What follows belongs to an exercise in optimizing a design on an open flow for small area, a short achievable clock period and few clock cycles; a production flow would make more cautious choices. Where RTL was checked, it was by simulation tests only, not by an equivalence proof against the original. Power is estimated from default activity; no workload was simulated.

==> module ALU, before the edit <==
module ALU(
    input wire clk,
    input wire rst_n,
    input wire [7:0] A,
    input wire [7:0] B,
    input wire start,
    input wire [2:0] opcode,
    output wire [15:0] result,
    output wire done
);
    reg [15:0] P;        
    reg        busy;     
    reg        done_r;
    reg [2:0]  cnt;
    wire mul  = opcode[2];
    wire zero = ~(|A) | ~(|B);
    wire ones = (&A) | (&B);
    wire [7:0] X = busy ? P[15:8] : B;
    wire [7:0] Y = A & {8{~busy | P[0]}};
    wire [7:0] g = X & Y, p = X ^ Y;
    wire [7:0] G1, P1, G2, P2, G3;
    genvar i;
    generate for (i = 0; i < 8; i = i + 1) begin : l1
        if (i % 2 == 1) begin assign G1[i] = g[i] | (p[i] & g[i-1]); assign P1[i] = p[i] & p[i-1]; end
        else begin assign G1[i] = g[i]; assign P1[i] = p[i]; end
    end endgenerate
    generate for (i = 0; i < 8; i = i + 1) begin : l2
        if (i % 4 >= 2) begin assign G2[i] = G1[i] | (P1[i] & G1[(i/4)*4+1]); assign P2[i] = P1[i] & P1[(i/4)*4+1]; end
        else begin assign G2[i] = G1[i]; assign P2[i] = P1[i]; end
    end endgenerate
    generate for (i = 0; i < 8; i = i + 1) begin : l3
        if (i >= 4) begin assign G3[i] = G2[i] | (P2[i] & G2[3]); end
        else begin assign G3[i] = G2[i]; end
    end endgenerate
    wire [8:0] S = {G3[7], p ^ {G3[6:0], 1'b0}};
    always @(posedge clk) begin
        if (busy)
            P <= {S, P[7:1]};
        else if (mul)
            P <= zero ? 16'h0000 :
                 ones ? {S[7:0], ~S[7:0]} :
                        {1'b0, A & {8{B[0]}}, B[7:1]};
        else case (opcode[1:0])
            2'b01:   P <= {7'h00, S};
            2'b10:   P <= {8'h00, X & Y};
            2'b11:   P <= {8'h00, X ^ Y};
            default: P <= 16'h0000;
        endcase
    end
    always @(posedge clk) begin
        if (~rst_n) begin
            busy   <= 1'b0;
            done_r <= 1'b0;
        end else begin
            busy   <= start;
            done_r <= start & (busy ? (mul & (cnt == 3'd6)) : (~mul | zero | ones));
        end
        cnt <= busy ? cnt + 3'd1 : 3'd0;
    end
    assign result = P;
    assign done   = done_r;
endmodule
export LEC_CHECK = 0
export ABC_AREA = 1
export CAP_MARGIN = 20
export CORE_MARGIN = 2
export CORE_UTILIZATION = 40
export SETUP_SLACK_MARGIN = 2.8
export SLEW_MARGIN = 20
create_clock -name core_clock -period 5.0 [get_ports {clk}]
standard.sh (not shown) runs the stock make flow with config.mk's settings and CLKGATE_MAP_FILE= SYNTH_SCRIPT=/design/flow/synth_recipe.tcl, a recipe that flattens the netlist after the stock synthesis.
==> flow/flow/run.sh <==
#!/bin/bash
# The standard layout, with the port buffers made from small buffers
# (sky130_fd_sc_hd__buf_2) instead of the delay buffers buffer_ports picks.
set -euo pipefail
export BUFFER_PORTS_ARGS="-buffer_cell sky130_fd_sc_hd__buf_2"
export ADDER_MAP_FILE=
bash standard.sh > standard.log 2>&1
Edit:
--- a/flow/design.v
+++ b/flow/design.v
@@ -18,20 +18,5 @@
     wire [7:0] X = busy ? P[15:8] : B;
     wire [7:0] Y = A & {8{~busy | P[0]}};
-    wire [7:0] g = X & Y, p = X ^ Y;
-    wire [7:0] G1, P1, G2, P2, G3;
-    genvar i;
-    generate for (i = 0; i < 8; i = i + 1) begin : l1
-        if (i % 2 == 1) begin assign G1[i] = g[i] | (p[i] & g[i-1]); assign P1[i] = p[i] & p[i-1]; end
-        else begin assign G1[i] = g[i]; assign P1[i] = p[i]; end
-    end endgenerate
-    generate for (i = 0; i < 8; i = i + 1) begin : l2
-        if (i % 4 >= 2) begin assign G2[i] = G1[i] | (P1[i] & G1[(i/4)*4+1]); assign P2[i] = P1[i] & P1[(i/4)*4+1]; end
-        else begin assign G2[i] = G1[i]; assign P2[i] = P1[i]; end
-    end endgenerate
-    generate for (i = 0; i < 8; i = i + 1) begin : l3
-        if (i >= 4) begin assign G3[i] = G2[i] | (P2[i] & G2[3]); end
-        else begin assign G3[i] = G2[i]; end
-    end endgenerate
-    wire [8:0] S = {G3[7], p ^ {G3[6:0], 1'b0}};
+    wire [8:0] S = {1'b0, X} + {1'b0, Y};
     always @(posedge clk) begin
         if (busy)
Result: The new run completed without violations; setup slack improves by 94 ps; global-route usage went down by 0.51 points; final area went down by about 7%; worst hold slack stays flat; sequential power stays flat; maximum frequency went up by about 4.4%; non-clock buffer count went down by 14; power went down by about 2.8%; cell count went up by about 5%; count of clock-buffer cells in the layout is unchanged; critical path depth went up by 2; die area went up by 8.0%.
Testbench counts after the change, summed over its fixed seeds: cycles 16,520.
Function not checked in the first run of this note: the RTL went through the layout flow alone.

* * *

## quartz
ALU, a different RTL version from the one above (not shown whole).
Size in the first run: about 330 cells after synthesis, roughly 21 flip-flops, ~1900 um^2 of cells after synthesis.
==> flow/design.v (excerpt) <==
module ALU(
    input wire clk,
    input wire rst_n,
    input wire [7:0] A,
    input wire [7:0] B,
    input wire start,
    input wire [2:0] opcode,
    output wire [15:0] result,
    output wire done
);
==> module ALU, before the edit <==
module ALU(
    input wire clk,
    input wire rst_n,
    input wire [7:0] A,
    input wire [7:0] B,
    input wire start,
    input wire [2:0] opcode,
    output wire [15:0] result,
    output wire done
);
    reg [15:0] P;        
    reg        busy;     
    reg        done_r;
    reg [2:0]  cnt;
    wire mul  = opcode[2];
    wire zero = ~(|A) | ~(|B);
    wire ones = (&A) | (&B);
    wire [7:0] X = busy ? P[15:8] : B;
    wire [7:0] Y = A & {8{~busy | P[0]}};
    wire [8:0] S = {1'b0, X} + {1'b0, Y};
    wire [7:0] p = X ^ Y;
    wire [7:0] c = S[7:0] ^ p;               
    wire m_ones = mul & ~zero & ones;
    wire m_gen  = mul & ~zero & ~ones;
    wire is_and = ~mul & (opcode[1:0] == 2'b10);
    wire use_c  = ~mul & opcode[0] & ~opcode[1] | m_ones;
    wire [7:0] lo = is_and ? (X & Y) : ((p ^ (c & {8{use_c}})) ^ {8{m_ones}});
    wire [7:0] hi = m_ones ? S[7:0] : {7'h00, S[8] & ~mul & opcode[0] & ~opcode[1]};
    always @(posedge clk) begin
        if (busy)
            P <= {S, P[7:1]};
        else if (m_gen)
            P <= {1'b0, A & {8{B[0]}}, B[7:1]};
        else if (mul & zero)
            P <= 16'h0000;
        else
            P <= {hi, lo};
    end
    always @(posedge clk) begin
        if (~rst_n) begin
            busy   <= 1'b0;
            done_r <= 1'b0;
        end else begin
            busy   <= start;
            done_r <= start & (busy ? (mul & (cnt == 3'd6)) : (~mul | zero | ones));
        end
        cnt <= busy ? cnt + 3'd1 : 3'd0;
    end
    assign result = P;
    assign done   = done_r;
endmodule
Settings: LEC_CHECK=0, ABC_AREA=1, CAP_MARGIN=20, CORE_MARGIN=2, CORE_UTILIZATION=40, SETUP_SLACK_MARGIN=2.8, SLEW_MARGIN=20; clock period 5.0 ns.
Scripts as last shown in full above: flow/flow/run.sh
quartz finished end to end and its layout was clean on timing, DRC and antenna.
[inputs] delta vs quartz
==> flow/design.v <==
module ALU(
    input wire clk,
    input wire rst_n,
    input wire [7:0] A,
    input wire [7:0] B,
    input wire start,
    input wire [2:0] opcode,
    output wire [15:0] result,
    output wire done
);
    reg [15:0] P;        
    reg        busy;     
    reg        done_r;
    reg [2:0]  cnt;
    wire mul  = opcode[2];
    wire zero = ~(|A) | ~(|B);
    wire ones = (&A) | (&B);
    wire [7:0] X = busy ? P[15:8] : B;
    wire [7:0] Y = A & {8{~busy | P[0]}};
    wire [7:0] g = X & Y, p = X ^ Y;
    wire [8:0] c;
    assign c[0] = 1'b0;
    genvar i;
    generate for (i = 0; i < 8; i = i + 1) begin : rc
        assign c[i+1] = g[i] | (p[i] & c[i]);
    end endgenerate
    wire [8:0] S = {c[8], p ^ c[7:0]};
    always @(posedge clk) begin
        if (busy)
            P <= {S, P[7:1]};
        else if (mul)
            P <= zero ? 16'h0000 :
                 ones ? {S[7:0], ~S[7:0]} :
                        {1'b0, A & {8{B[0]}}, B[7:1]};
        else case (opcode[1:0])
            2'b01:   P <= {7'h00, S};
            2'b10:   P <= {8'h00, X & Y};
            2'b11:   P <= {8'h00, X ^ Y};
            default: P <= 16'h0000;
        endcase
    end
    always @(posedge clk) begin
        if (~rst_n) begin
            busy   <= 1'b0;
            done_r <= 1'b0;
        end else begin
            busy   <= start;
            done_r <= start & (busy ? (mul & (cnt == 3'd6)) : (~mul | zero | ones));
        end
        cnt <= busy ? cnt + 3'd1 : 3'd0;
    end
    assign result = P;
    assign done   = done_r;
endmodule
==> comparison <==
- Taking quartz as the reference, in delta die area fell by about 15%; initial standard-cell utilization of the core stayed essentially flat; clock skew fell by 5.5 ps; total of cells resized after clock tree synthesis rose by about 28%.
- NOTE placed wire-length estimate quartz->delta decreased by more than a quarter
- Setup slack sits lower in delta than in quartz.
- Across both runs, simple-gate share of the synthesized area was lower for delta than for quartz.
- Per the comparison of delta with quartz, worst slack at placement has decreased, multi-input logic portion of the cell area has decreased.
Function was not checked in any run of this note: the RTL went through the layout flow alone.

[static timing again, ports no longer ideal]
How much do the figures lean on ideal ports? The routed layouts below were timed once more, with nothing changed but the port constraints.
Step 1 assumes that a clkbuf_16 drives the clock port and a buf_2 every other input.
Step 2 also shifts input and output timing later by t, the mid clock arrival at the registers, as if the neighbouring blocks saw the same clock.
a / b / c = no drivers / after step 1 / after step 2; a / b = the first two.
run | t (ns) | setup WS [ns] | worst setup path at the end | worst data-port slew with drivers (ns) | cell pins on the clock port's net
the first run of note 1 | 0.293 | 2.780 / 2.785 / 2.492 | input to register | 0.05 | 1
the second run of note 1 | 0.299 | 2.875 / 2.878 / 2.578 | input to register | 0.03 | 1
quartz | 0.293 | 2.762 / 2.721 / 2.428 | input to register | 0.07 | 1
delta | 0.298 | 2.611 / 2.586 / 2.288 | input to register | 0.06 | 1
After both steps setup and hold are still met in every run listed. The setup slack of quartz, which loses most, moves by -0.041 ns with the drivers and by -0.334 ns with both steps.
